This design comes from an exercise in tuning for small area on the open sky130 flow, not from production work. The RTL of this run was laid out without a check of its function.

===== flow/design.v =====
`timescale 1ns / 1ps
module syntropy_core #(
    parameter DATA_WIDTH = 16,
    parameter ADDR_WIDTH = 8,
    parameter THRESHOLD_DEFAULT = 16'hE666,   
    parameter LEARNING_RATE = 16'h0019,      
    parameter MAX_ITERATIONS = 8'd10
)(
    input wire clk,
    input wire rst_n,
    input wire [DATA_WIDTH-1:0] voltage_drift,     
    input wire [DATA_WIDTH-1:0] packet_loss,       
    input wire [DATA_WIDTH-1:0] temp_variance,     
    input wire [DATA_WIDTH-1:0] phase_jitter,      
    input wire [DATA_WIDTH-1:0] threshold,         
    input wire enable_learning,                    
    input wire mesh_broadcast_en,                  
    output reg stable,                             
    output reg [DATA_WIDTH-1:0] flux_value,        
    output reg [DATA_WIDTH-1:0] correction_vector,  
    output reg [DATA_WIDTH-1:0] optimized_params,  
    output reg learning_active,                    
    output reg mesh_broadcast_req,                 
    input wire [DATA_WIDTH-1:0] mesh_flux_in,      
    input wire [DATA_WIDTH-1:0] mesh_correction_in,  
    input wire mesh_valid_in,                      
    output reg [DATA_WIDTH-1:0] mesh_flux_out,     
    output reg [DATA_WIDTH-1:0] mesh_correction_out,  
    output reg mesh_valid_out,                     
    output reg [7:0] iteration_count,              
    output reg [3:0] state,                        
    output reg error_flag                          
);
    localparam IDLE = 4'd0;
    localparam EVALUATE = 4'd1;
    localparam LEARN = 4'd2;
    localparam CORRECT = 4'd3;
    localparam BROADCAST = 4'd4;
    localparam ERROR = 4'd5;
    reg [DATA_WIDTH-1:0] flux_reg;
    reg [DATA_WIDTH-1:0] threshold_reg;
    reg [DATA_WIDTH-1:0] metrics [0:3];   
    reg [DATA_WIDTH-1:0] gradients [0:3];  
    reg [DATA_WIDTH-1:0] params [0:3];    
    reg [7:0] iter_count;
    reg [3:0] current_state;
    reg learning_en;
    reg mesh_en;
    wire [DATA_WIDTH-1:0] flux_calc;
    wire signed [22:0] gradient_calc [0:3];
    wire signed [31:0] scaled_step [0:3];
    wire [DATA_WIDTH-1:0] param_update [0:3];
    wire signed [17:0] flux_error;
    localparam signed [31:0] LEARNING_RATE_S = LEARNING_RATE;
    wire overflow_flag;
    assign flux_calc = 16'h0100 - (voltage_drift + packet_loss + 
                                   (temp_variance >> 8) + phase_jitter);
    assign flux_error = $signed({2'b00, threshold_reg}) - $signed({2'b00, flux_reg});
    assign gradient_calc[0] = -2 * flux_error;  
    assign gradient_calc[1] = -2 * flux_error;  
    assign gradient_calc[2] = (-2 * flux_error) >>> 8;  
    assign gradient_calc[3] = -2 * flux_error;  
    assign scaled_step[0] = (LEARNING_RATE_S * gradient_calc[0]) >>> 8;
    assign scaled_step[1] = (LEARNING_RATE_S * gradient_calc[1]) >>> 8;
    assign scaled_step[2] = (LEARNING_RATE_S * gradient_calc[2]) >>> 8;
    assign scaled_step[3] = (LEARNING_RATE_S * gradient_calc[3]) >>> 8;
    assign param_update[0] = params[0] - scaled_step[0][DATA_WIDTH-1:0];
    assign param_update[1] = params[1] - scaled_step[1][DATA_WIDTH-1:0];
    assign param_update[2] = params[2] - scaled_step[2][DATA_WIDTH-1:0];
    assign param_update[3] = params[3] - scaled_step[3][DATA_WIDTH-1:0];
    assign overflow_flag = (flux_calc[15] == 1'b1) || 
                          (param_update[0][15] == 1'b1) ||
                          (param_update[1][15] == 1'b1) ||
                          (param_update[2][15] == 1'b1) ||
                          (param_update[3][15] == 1'b1);
    always @(posedge clk or negedge rst_n) begin
        if (!rst_n) begin
            stable <= 1'b0;
            flux_value <= 16'h0000;
            correction_vector <= 16'h0000;
            optimized_params <= 16'h0000;
            learning_active <= 1'b0;
            mesh_broadcast_req <= 1'b0;
            mesh_flux_out <= 16'h0000;
            mesh_correction_out <= 16'h0000;
            mesh_valid_out <= 1'b0;
            iteration_count <= 8'd0;
            state <= IDLE;
            error_flag <= 1'b0;
            params[0] <= 16'h0000;  
            params[1] <= 16'h0000;  
            params[2] <= 16'h0000;  
            params[3] <= 16'h0000;  
            threshold_reg <= THRESHOLD_DEFAULT;
            flux_reg <= 16'h0000;
            current_state <= IDLE;
            learning_en <= 1'b0;
            mesh_en <= 1'b0;
            iter_count <= 8'd0;
        end else begin
            threshold_reg <= threshold;
            learning_en <= enable_learning;
            mesh_en <= mesh_broadcast_en;
            metrics[0] <= voltage_drift;
            metrics[1] <= packet_loss;
            metrics[2] <= temp_variance;
            metrics[3] <= phase_jitter;
            case (current_state)
                IDLE: begin
                    stable <= 1'b0;
                    learning_active <= 1'b0;
                    mesh_broadcast_req <= 1'b0;
                    mesh_valid_out <= 1'b0;
                    error_flag <= 1'b0;
                    iter_count <= 8'd0;
                    if (overflow_flag) begin
                        current_state <= ERROR;
                    end else begin
                        current_state <= EVALUATE;
                    end
                end
                EVALUATE: begin
                    flux_reg <= flux_calc;
                    flux_value <= flux_calc;
                    if (flux_calc >= threshold_reg) begin
                        stable <= 1'b1;
                        correction_vector <= 16'h0000;
                        current_state <= IDLE;
                    end else begin
                        stable <= 1'b0;
                        correction_vector <= threshold_reg - flux_calc;
                        if (learning_en) begin
                            current_state <= LEARN;
                        end else begin
                            current_state <= CORRECT;
                        end
                    end
                end
                LEARN: begin
                    learning_active <= 1'b1;
                    if (iter_count < MAX_ITERATIONS) begin
                        gradients[0] <= gradient_calc[0];
                        gradients[1] <= gradient_calc[1];
                        gradients[2] <= gradient_calc[2];
                        gradients[3] <= gradient_calc[3];
                        params[0] <= param_update[0];
                        params[1] <= param_update[1];
                        params[2] <= param_update[2];
                        params[3] <= param_update[3];
                        iter_count <= iter_count + 1;
                        iteration_count <= iter_count + 1;
                        flux_reg <= 16'h0100 - (param_update[0] + param_update[1] + 
                                               (param_update[2] >> 8) + param_update[3]);
                    end else begin
                        learning_active <= 1'b0;
                        optimized_params <= params[0] + params[1] + params[2] + params[3];
                        current_state <= CORRECT;
                    end
                end
                CORRECT: begin
                    if (mesh_en && mesh_valid_in) begin
                        correction_vector <= mesh_correction_in;
                    end
                    current_state <= BROADCAST;
                end
                BROADCAST: begin
                    mesh_flux_out <= flux_reg;
                    mesh_correction_out <= correction_vector;
                    mesh_valid_out <= 1'b1;
                    mesh_broadcast_req <= 1'b1;
                    current_state <= IDLE;
                end
                ERROR: begin
                    error_flag <= 1'b1;
                    stable <= 1'b0;
                    learning_active <= 1'b0;
                    mesh_broadcast_req <= 1'b0;
                    mesh_valid_out <= 1'b0;
                end
                default: begin
                    current_state <= IDLE;
                end
            endcase
            state <= current_state;
        end
    end
    always @(posedge clk) begin
        if (mesh_valid_in && mesh_en) begin
        end
    end
endmodule

===== flow/run.sh =====
#!/bin/bash
# synth_recipe.tcl (not shown) runs the flow's synth.tcl, then flattens the netlist and writes it again
# the make line also repeats each setting of config.mk as NAME=value (left out here)
make -C /OpenROAD-flow-scripts/flow DESIGN_CONFIG=/design/flow/config.mk WORK_HOME=/design/flow/orfs CLKGATE_MAP_FILE= SYNTH_SCRIPT=/design/flow/synth_recipe.tcl finish

===== flow/config.mk =====
export PLATFORM = sky130hd
export DESIGN_NAME = syntropy_core
export DESIGN_NICKNAME = syntropy_core
export VERILOG_FILES = /design/flow/design.v
export SDC_FILE = /design/flow/constraint.sdc
export NUM_CORES = 4
export LEC_CHECK = 0
export CAP_MARGIN = 20
export CORE_MARGIN = 2
export CORE_UTILIZATION = 40
export SLEW_MARGIN = 20

===== flow/constraint.sdc =====
create_clock -name core_clock -period 13.0 [get_ports {clk}]
set_input_delay 2.6000 -clock core_clock [delete_from_list [all_inputs] [get_ports {clk}]]
set_output_delay 2.6000 -clock core_clock [all_outputs]
set_load 0.01 [all_outputs]

==> results.txt <==
kinds of logic (layout without fill, tap and decap cells):
kind of cell | after synthesis | after routing | share of synthesized area
adders and majority gates | 363 | 363 | 0.278
DFF | 204 | 204 | 0.268
AOI/OAI and AO/OA | 471 | 471 | 0.158
xor gates and xnor gates | 165 | 165 | 0.0788
other | 1 | 2 | 0.000196
and+or+nand+nor | 538 | 538 | 0.136
buffers and inverters | 288 | 490 | 0.0583
muxes | 41 | 41 | 0.0240
placed cells by master (no fill, tap or decap), drive strengths merged, types with 7 or more instances in the layout:
cell / instances
xor2: 56
a21o: 43
or2: 8
o21ai: 157
and3: 21
clkbuf: 43
a21boi: 18
and2: 11
a22oi: 7
a21oi: 110
o211ai: 7
ha: 262
nand2: 224
nor4: 9
o21a: 15
nor2: 98
buf: 16
nand2b: 24
o31ai: 8
inv: 238
o21bai: 17
dfrtp: 195
fa: 101
nand3: 29
or3: 9
nor3: 41
clkdlybuf4s50: 187
dfstp: 9
a31oi: 20
mux2: 38
xnor2: 108
a211oi: 20
nor2b: 36
worst max-delay path: cells and delay by family (launching register included):
| family | cells | cell delay, ps |
|---|---|---|
| compound gates | 21 | 4230 |
| fa+ha+maj | 11 | 4010 |
| flops | 1 | 570 |
| xor+xnor | 2 | 630 |
| mux | 1 | 290 |
| buf+inv | 2 | 190 |
| simple gates | 11 | 2130 |
final timing paths:
path / start / to / slack (ps) / depth (start not counted)
hold reg to reg: optimized_params[0] / optimized_params[0] / 470 / 2
setup / recovery: threshold_reg[1] / flux_reg[14] / 860 / 48
min in group asynchronous: rst_n / optimized_params[7] / 2080 / 1
setup reg to reg: threshold_reg[1] / flux_reg[14] / 860 / 48
hold / removal: optimized_params[0] / optimized_params[0] / 470 / 2
max in group asynchronous: rst_n / threshold_reg[12] / 8770 / 3
per-layer routing:
metal | up-vias | wire (microns)
met1 | 7137 | 22500
met2 | 199 | 24600
met4 | 0 | 1450
met3 | 58 | 1850
li1 | 7459 | -
met5 | - | 0
repair_timing:
action | CTS | global route
gates resized for setup | 0 | 8
hold endpoints to repair | 0 | 0
endpoints found under the setup margin | 0 | 4
per-stage QoR:
stage                     utilization  hold slack [ps]  std cells  cell area (sq um)  setup slack (ps)
after global placement          0.457              460       2840              21700               550
after detailed placement        0.457              463       2840              21700               512
after floorplan                     -              352       2071              19100              2070
after global routing            0.475              493       2889              22600              45.5
final                           0.475              473       2889              22600               859
after CTS                       0.475              476       2888              22500               443
cell type report:
type / count / area, sq um / share of cell area
Multi-Input combinational cell: 1579 / 12900 / 0.572
Timing Repair Buffer: 204 / 2010 / 0.0889
Tap cell: 615 / 769 / 0.0341
Clock inverter: 6 / 68.8 / 0.00305
Clock buffer: 42 / 791 / 0.0351
Sequential cell: 204 / 5120 / 0.227
Antenna cell: 1 / 2.50 / 0.000111
Inverter: 238 / 901 / 0.0399
==> results.yml <==
run_status:
  status: "finished clean"
timing:
  setup_viol_count_final: 0
  maxSlewViolCount: 0
  rsz0062_at_grt: "no"
  fmax_mhz: 82.4
  hold_violations: 0
  skew_ps: 9.68
  period_minus_slack_ps: 12140
  slew_headroom: 0.293
  worst_slew_pin_slew_ps: 1060
  period_share: 0.934
  tns_ps: 0
layout:
  nets: 2733
  top_register: "params"
  largest_register_ffs: 64
  fillers: 4567
  syn_to_final_growth_pct: 18.1
  drive_gt1_frac: 0.0656
worst_setup_path:
  cp_data_required_time_ps: 13460
  slowest_stage: "dfstp_2"
  critical_path_class: "flip-flop to flip-flop"
  start_kind: "flip-flop"
  crit_path_end_kind: "flip-flop"
  cp_common_cell: "ha_1"
  cp_data_arrival_time_ps: 12600
  slowest_delay_ps: 570
  path_max_fanout: 6
routing:
  dr_total_vias: 14900
  drc: 0
  ant_nets: 0
  drt-pass1-iter-count: 5
  dr.first_iter.drc_count: 735
  vias_per_cell: 5.14
  drt-total-wl_mm: 50.5
  wl_per_cell_microns: 17.5
placement:
  io_buffers: 188
  routabilityCongestion: 0.832
  dp_hpwl_mm: 41.5
floorplan:
  ios: 214
  core_region_area_sq_um: 47400
  die_x_microns: 222
  start_util: 0.402
  die_h_microns: 222
  die_area_sq_um: 49500
  core.rowCount: 80
synth:
  yosysUniqueCellTypes: 89
  synth-async-reset-ratio: 1.00
  yosysTopAreaCell: "dfrtp_1"
  syn_inst: 2071
  avgSynthCellArea_sq_um: 9.22
  ys_top_cells_by_count: "ha_1 (262), inv_1 (237), nand2_1 (223)"
  synth_nets: 2551
  synth_seq_cells: 204
  yosys.cell_count.top_type: "ha_1"
  yosysSeqAreaShare: 0.268
  synth-main-ff-cell: "dfrtp_1"
  ys_top_cells_by_area: "dfrtp_1 (26%), ha_1 (17%), fa_1 (11%)"
  yosysWarnings: 4
  synth_edf_count: 0
  synth_top_area_share: 0.256
  syn-cell-area_sq_um: 19100
clock_tree:
  ctsHoldBuffers: 0
  clkTransAtPathRegs_ps: 60
  cts_max_level: 1
  clk_path_buf_depth: 3
  cts_tree: "built"
  cts-root-buf: "clkbuf_16"
  numCtsBuffers: 26
  post-cts-setup-buffers: 0
  clock_latency_ps: 550
  clock_sink_count: 204
grt:
  grtUsageMet1: 0.263
  grt_use_total: 0.207
  grt_pass1_vias: 15400
  antenna_found_initial: 2
  grtUsageMet3: 0.0315
  grt_pass1_wl_mm: 82.0
  grt_max_degree: 98
  grt-busiest-layer: "met2"
  grtUsageMet2: 0.362
  grt-ovfl-total: 0
worst_hold_path:
  hp-class: "flip-flop to flip-flop"
flow_run:
  timing.max_cap.violations: 0

## what the ideal ports hide
Ports are ideal in the flow. The routed layout listed here was re-timed in OpenROAD.
Step 1 sets driving cells, clkbuf_16 on the clock port and buf_2 on the other inputs (assumed; they add their load-dependent delay and slew).
Step 2 adds t to the input delays and takes it off the output delays; t is the mean of the earliest and latest rising clock arrival at the registers after step 1. Input paths then give back, and output paths get back, about the clock's delay inside the block.
a / b / c = ideal / step 1 / step 2; a / b = the first two.
t (ns): 0.599
slack for setup (ns): 0.859 / 0.859 / 0.859
worst hold slack (ns): 0.473 / 0.473 / 0.473
worst setup path after step 2: register to register
After both steps this run still meets setup and hold. For this run, drivers alone change the setup slack by 0.000 ns; drivers and shift together by 0.000 ns.
